Background: an optimization exercise with open tools, aiming at small area and a short achievable clock period. Do not read the settings as production practice. Only simulation tests tie the RTL to the original design; equivalence was not proved.

==> inputs of v23 <==
## PE_array
module PE_array #(
    parameter DATA_WIDTH    = 16 ,
    parameter SYSTOLIC_SIZE = 4
) (
    input                                       clk          ,
    input                                       rst_n        ,
    input                                       reset_pe     ,
    input                                       write_out_en ,
    input  [SYSTOLIC_SIZE * DATA_WIDTH - 1 : 0] wgt_in       ,
    input  [SYSTOLIC_SIZE * DATA_WIDTH - 1 : 0] ifm_in       ,
    output [SYSTOLIC_SIZE * DATA_WIDTH - 1 : 0] ofm_out
);
    wire [15:0] dn  [0:3][0:3] ;
    wire [15:0] rt  [0:3][0:3] ;
    wire [15:0] mo  [0:3][0:3] ;
    PE pe_0_0 (
        .clk (clk), .rst_n (rst_n), .reset_pe (reset_pe), .write_out_en (write_out_en),
        .top_in (wgt_in[15:0]), .left_in (ifm_in[15:0]), .mac_in (mo[0][1]),
        .bottom_out (dn[0][0]), .right_out (rt[0][0]), .mac_out (mo[0][0])
    );
    PE pe_0_1 (
        .clk (clk), .rst_n (rst_n), .reset_pe (reset_pe), .write_out_en (write_out_en),
        .top_in (wgt_in[31:16]), .left_in (rt[0][0]), .mac_in (mo[0][2]),
        .bottom_out (dn[0][1]), .right_out (rt[0][1]), .mac_out (mo[0][1])
    );
    PE pe_0_2 (
        .clk (clk), .rst_n (rst_n), .reset_pe (reset_pe), .write_out_en (write_out_en),
        .top_in (wgt_in[47:32]), .left_in (rt[0][1]), .mac_in (mo[0][3]),
        .bottom_out (dn[0][2]), .right_out (rt[0][2]), .mac_out (mo[0][2])
    );
    PE pe_0_3 (
        .clk (clk), .rst_n (rst_n), .reset_pe (reset_pe), .write_out_en (write_out_en),
  ...
Settings: LEC_CHECK=0, CAP_MARGIN=20, CORE_MARGIN=2, CORE_UTILIZATION=40, PLACE_DENSITY=0.6, SETUP_SLACK_MARGIN=2.8, SLEW_MARGIN=20, SYNTH_HIERARCHICAL=1, SYNTH_MINIMUM_KEEP_SIZE=0; clock period 6.5 ns.
run.sh (not shown) runs the stock make flow with config.mk's settings and CLKGATE_MAP_FILE= SYNTH_SCRIPT=/design/flow/synth_recipe.tcl, a recipe that flattens the netlist after the stock synthesis.
==> v19 (differences from v23) <==
--- a/flow/config.mk
+++ b/flow/config.mk
@@ -10,5 +10,5 @@
 export CORE_UTILIZATION = 40
 export PLACE_DENSITY = 0.6
-export SETUP_SLACK_MARGIN = 2.8
+export SETUP_SLACK_MARGIN = 2.6
 export SLEW_MARGIN = 20
 export SYNTH_HIERARCHICAL = 1
==> run notes <==
Metal2 WL: v19 120 mm; v23 124 mm
Worst slew slack as a fraction of its limit: v19 32.9%; v23 31.7%
Combined global-route utilization of all metal layers: v19 21.4%; v23 21.7%
Final instance count without filler cells: v19 10,800; v23 11,000
Register Area: v19 0.0254 sq mm; v23 0.0255 sq mm
Period minus WS final: v19 3.88 ns; v23 3.76 ns
Final WL: v19 243 mm; v23 251 mm
Mean routed wirelength per cell: v19 22.4 um; v23 22.8 um
Quantity of gates resized following cts: v19 330; v23 751
Run status: v19 finished clean; v23 finished clean
Endpoint with the worst hold slack: v19 pe_1_1.right_out[15]; v23 pe_2_2.bottom_out[15]
Vias in the first global route: v19 63,200; v23 63,700


==> inputs of build 36 <==
PE_array, a different RTL version from the one above (not shown whole).
Settings: LEC_CHECK=0, CAP_MARGIN=20, CORE_MARGIN=2, CORE_UTILIZATION=40, PLACE_DENSITY=0.6, SETUP_SLACK_MARGIN=2.0, SLEW_MARGIN=20, SYNTH_HIERARCHICAL=1, SYNTH_MINIMUM_KEEP_SIZE=0; clock period 6.5 ns.
==> inputs of build 82, as changes to build 36 <==
Settings changed: CORE_UTILIZATION 40 to 55, PLACE_DENSITY 0.6 to 0.75, SETUP_SLACK_MARGIN 2.0 to 1.5.
==> comparison table <==
Result of the run: build 82 complete, no violations; build 36 complete, no violations
Die W: build 82 393.7 um; build 36 461.0 um
Area fraction of clock buffers and clock inverters: build 82 3.614%; build 36 3.479%
Later-pin clock latency in the skew report: build 82 0.72 ns; build 36 0.75 ns
Antenna violations before repair: build 82 8; build 36 10
Endpoint arrival time on the critical path: build 82 5.59 ns; build 36 5.48 ns
Initial DRC count: build 82 3395; build 36 3102
Pre-antenna DRT Iters: build 82 5; build 36 7
Worst setup path startpoint: build 82 wgt_in[17]; build 36 ifm_in[4]
Hpwl dp: build 82 164000 um; build 36 170000 um
Row count: build 82 143; build 36 167
Total of cells resized after clock tree synthesis: build 82 360; build 36 1225
Logic depth of the worst setup path including buffers: build 82 17; build 36 16
Maximum clock frequency: build 82 0.1994 GHz; build 36 0.2043 GHz
Flip-flop and latch area: build 82 0.02253 sq mm; build 36 0.02273 sq mm


==> run a: inputs <==
Another version of the RTL of PE_array (not shown whole).
clock: 6.5 ns
lec_check: 0
cap_margin: 20
core_margin: 2
core_utilization: 50
place_density: 0.75
setup_slack_margin: 2.6
slew_margin: 20
synth_hierarchical: 1
synth_minimum_keep_size: 0
==> run b (differences from run a) <==
--- a/flow/design.v
+++ b/flow/design.v
@@ -65,11 +65,11 @@
 	wire n34, n35;
 	FA u_n34 (.a(pp5[0]), .b(n21), .c(n23), .s(n34), .co(n35));
 	wire n36, n37;
 	FA u_n36 (.a(n30), .b(n32), .c(n25), .s(n36), .co(n37));
 	wire n38, n39;
-	FA u_n38 (.a(n34), .b(n36), .c(n27), .s(n38), .co(n39));
+	FAX u_n38 (.a(n34), .b(n36), .c(n27), .s(n38), .co(n39));
 	wire n40, n41;
 	FA u_n40 (.a(accs[6]), .b(pp0[6]), .c(pp1[5]), .s(n40), .co(n41));
 	wire n42, n43;
 	FA u_n42 (.a(pp2[4]), .b(pp3[3]), .c(pp4[2]), .s(n42), .co(n43));
 	wire n44, n45;
@@ -125,11 +125,11 @@
 	wire n94, n95;
 	FA u_n94 (.a(n88), .b(n73), .c(n75), .s(n94), .co(n95));
 	wire n96, n97;
 	FA u_n96 (.a(n90), .b(n92), .c(n77), .s(n96), .co(n97));
 	wire n98, n99;
-	FA u_n98 (.a(n94), .b(n79), .c(n96), .s(n98), .co(n99));
+	FAX u_n98 (.a(n94), .b(n79), .c(n96), .s(n98), .co(n99));
 	wire n100, n101;
 	HA u_n100 (.a(n81), .b(n98), .s(n100), .co(n101));
 	wire n102, n103;
 	FA u_n102 (.a(accc[10]), .b(accs[10]), .c(pp0[10]), .s(n102), .co(n103));
 	wire n104, n105;
@@ -147,13 +147,13 @@
 	wire n116, n117;
 	FA u_n116 (.a(n91), .b(n110), .c(n93), .s(n116), .co(n117));
 	wire n118, n119;
 	FA u_n118 (.a(n112), .b(n114), .c(n95), .s(n118), .co(n119));
 	wire n120, n121;
-	FA u_n120 (.a(n116), .b(n97), .c(n118), .s(n120), .co(n121));
+	FAX u_n120 (.a(n116), .b(n97), .c(n118), .s(n120), .co(n121));
 	wire n122, n123;
-	HA u_n122 (.a(n99), .b(n120), .s(n122), .co(n123));
+	HA u_n122 (.a(n120), .b(n99), .s(n122), .co(n123));
 	wire n124, n125;
 	FA u_n124 (.a(accc[11]), .b(accs[11]), .c(pp0[11]), .s(n124), .co(n125));
 	wire n126, n127;
 	FA u_n126 (.a(pp10[1]), .b(pp11[0]), .c(pp1[10]), .s(n126), .co(n127));
 	wire n128, n129;
@@ -171,13 +171,13 @@
 	wire n140, n141;
 	FA u_n140 (.a(n115), .b(n132), .c(n134), .s(n140), .co(n141));
 	wire n142, n143;
 	FA u_n142 (.a(n136), .b(n117), .c(n138), .s(n142), .co(n143));
 	wire n144, n145;
-	FA u_n144 (.a(n140), .b(n119), .c(n142), .s(n144), .co(n145));
+	FAX u_n144 (.a(n140), .b(n119), .c(n142), .s(n144), .co(n145));
 	wire n146, n147;
-	HA u_n146 (.a(n121), .b(n144), .s(n146), .co(n147));
+	HA u_n146 (.a(n144), .b(n121), .s(n146), .co(n147));
 	wire n148, n149;
 	FA u_n148 (.a(accc[12]), .b(accs[12]), .c(pp0[12]), .s(n148), .co(n149));
 	wire n150, n151;
 	FA u_n150 (.a(pp10[2]), .b(pp11[1]), .c(pp12[0]), .s(n150), .co(n151));
 	wire n152, n153;
@@ -197,13 +197,13 @@
 	wire n166, n167;
 	FA u_n166 (.a(n158), .b(n160), .c(n162), .s(n166), .co(n167));
 	wire n168, n169;
 	FA u_n168 (.a(n139), .b(n141), .c(n164), .s(n168), .co(n169));
 	wire n170, n171;
-	FA u_n170 (.a(n166), .b(n143), .c(n168), .s(n170), .co(n171));
+	FAX u_n170 (.a(n166), .b(n143), .c(n168), .s(n170), .co(n171));
 	wire n172, n173;
-	HA u_n172 (.a(n145), .b(n170), .s(n172), .co(n173));
+	HA u_n172 (.a(n170), .b(n145), .s(n172), .co(n173));
 	wire n174, n175;
 	FA u_n174 (.a(accc[13]), .b(accs[13]), .c(pp0[13]), .s(n174), .co(n175));
 	wire n176, n177;
 	FA u_n176 (.a(pp10[3]), .b(pp11[2]), .c(pp12[1]), .s(n176), .co(n177));
 	wire n178, n179;
@@ -225,13 +225,13 @@
 	wire n194, n195;
 	FA u_n194 (.a(n186), .b(n188), .c(n165), .s(n194), .co(n195));
 	wire n196, n197;
 	FA u_n196 (.a(n190), .b(n167), .c(n192), .s(n196), .co(n197));
 	wire n198, n199;
-	FA u_n198 (.a(n169), .b(n194), .c(n196), .s(n198), .co(n199));
+	FAX u_n198 (.a(n169), .b(n194), .c(n196), .s(n198), .co(n199));
 	wire n200, n201;
-	HA u_n200 (.a(n171), .b(n198), .s(n200), .co(n201));
+	HA u_n200 (.a(n198), .b(n171), .s(n200), .co(n201));
 	wire n202, n203;
 	FA u_n202 (.a(accc[14]), .b(accs[14]), .c(pp0[14]), .s(n202), .co(n203));
 	wire n204, n205;
 	FA u_n204 (.a(pp10[4]), .b(pp11[3]), .c(pp12[2]), .s(n204), .co(n205));
 	wire n206, n207;
@@ -253,15 +253,15 @@
 	wire n222, n223;
 	FA u_n222 (.a(n212), .b(n214), .c(n216), .s(n222), .co(n223));
 	wire n224, n225;
 	FA u_n224 (.a(n218), .b(n191), .c(n193), .s(n224), .co(n225));
 	wire n226, n227;
-	FA u_n226 (.a(n220), .b(n222), .c(n195), .s(n226), .co(n227));
+	FAX u_n226 (.a(n220), .b(n222), .c(n195), .s(n226), .co(n227));
 	wire n228, n229;
-	FA u_n228 (.a(n197), .b(n224), .c(n226), .s(n228), .co(n229));
+	FAX u_n228 (.a(n197), .b(n224), .c(n226), .s(n228), .co(n229));
 	wire n230, n231;
-	HA u_n230 (.a(n199), .b(n201), .s(n230), .co(n231));
+	HA u_n230 (.a(n199), .b(n228), .s(n230), .co(n231));
 	wire n232;
 	X2 u_n232 (.a(accc[15]), .b(accs[15]), .y(n232));
 	wire n233;
 	X2 u_n233 (.a(n232), .b(pp0[15]), .y(n233));
 	wire n234;
@@ -320,11 +320,11 @@
 	X2 u_n260 (.a(n225), .b(n259), .y(n260));
 	wire n261;
 	X2 u_n261 (.a(n260), .b(n227), .y(n261));
 	wire n262;
 	X2 u_n262 (.a(n261), .b(n229), .y(n262));
-	wire [15:0] ra = {n231, n228, n173, n147, n123, n101, n100, n65, n62, n50, n29, n28, n18, n10, n4, n0};
+	wire [15:0] ra = {n231, n201, n173, n147, n123, n101, n100, n65, n62, n50, n29, n28, n18, n10, n4, n0};
 	wire [15:0] rb = {n262, n230, n200, n172, n146, n122, 1'b0, n80, n64, n39, n38, 1'b0, 1'b0, 1'b0, 1'b0, 1'b0};
 	wire [4:0] blk = ra[8:5] + rb[8:5];
 	wire [15:0] nxs = {ra[15:9], blk[3:0], ra[4:0]};
 	wire [15:9] nxc = {rb[15:10], blk[4]};
 	wire [15:0] acc = {accs[15:9] + accc[15:9], accs[8:0]} ;
@@ -350,10 +350,19 @@
 	assign co = (a & b) | (a & c) | (b & c) ;
 endmodule
 module BS (input a1, input a0, input one, input two, input neg, output y);
 	assign y = ((one & a1) | (two & a0)) ^ neg ;
 endmodule
+module FAX (input a, input b, input c, output s, output co);
+	wire ab ;
+	X2 u_x0 (.a(a), .b(b), .y(ab));
+	X2 u_x1 (.a(ab), .b(c), .y(s));
+	MJ u_mj (.a(a), .b(b), .c(c), .y(co));
+endmodule
+module MJ (input a, input b, input c, output y);
+	assign y = (a & b) | (a & c) | (b & c) ;
+endmodule
 module X2 (input a, input b, output y);
 	assign y = a ^ b ;
 endmodule
 module XN2 (input a, input b, output y);
 	assign y = ~(a ^ b) ;
CORE_UTILIZATION = 40   (was 50)
PLACE_DENSITY = 0.6   (was 0.75)
SETUP_SLACK_MARGIN = 2.4   (was 2.6)
==> run c (differences from run a) <==
CORE_UTILIZATION = 40   (was 50)
PLACE_DENSITY = 0.6   (was 0.75)
SETUP_SLACK_MARGIN = 3.0   (was 2.6)
==> comparison <==
Via count: run c is higher than run b (2.8%).
Of run a and run c, run c has the higher routed wire length (gap about 8%, measured against run c).
Area after synthesis: run b is larger than run a (1.2%).
The lowest register-to-register slack belongs to run a, the highest to run c.
Hold slack: run c is lower than run b (0.043 ns).
==> figures <==
metric                                                run c           run a           run b
Result of the run                            finished clean  finished clean  finished clean
Register area                                     25600 µm²       25500 µm²       25300 µm²
ClkCell Share                                         3.62%           3.80%           4.06%
Buffers and inverters on the worst path                   2               1               1
CP Data Required Time                               7.13 ns         7.11 ns         7.11 ns
Layout Cells excl Fill                                11000            9920           10600
Starting Density                                      40.2%           50.5%           40.2%
Combined area of all synthesized cells            90200 µm²       90200 µm²       91300 µm²
Detail Placement HPWL                             180000 µm       172000 µm       180000 µm

==> afterwards: timing with drivers on the ports <==
No port has a modelled driver above. Below, the same layouts with a new extraction and two added sets of constraints. Step 1, drivers: a clkbuf_16 drives clk and a buf_2 each remaining input, both assumed. Step 2 also shifts input and output timing later by t, the mid clock arrival at the registers, as if the neighbouring blocks saw the same clock. a / b / c = ideal ports / drivers / drivers and shift; a / b = the first two.
| run | t (ns) | setup WS [ns] | worst setup path after step 2 |
|---|---|---|---|
| v23 | 0.849 | 2.742 / 2.726 / 1.876 | input to register |
| v19 | 0.851 | 2.617 / 2.609 / 1.757 | input to register |
| build 36 | 0.821 | 1.606 / 1.664 / 0.843 | input to register |
| build 82 | 0.788 | 1.485 / 1.518 / 0.729 | input to register |
| run a | 0.833 | 2.519 / 2.505 / 1.673 | input to register |
| run b | 0.834 | 2.443 / 2.499 / 1.666 | input to register |
| run c | 0.840 | 2.577 / 2.596 / 1.756 | input to register |
After both steps setup and hold are still met in every run listed. The setup slack of v23, which loses most, moves by -0.016 ns with the drivers and by -0.866 ns with both steps.
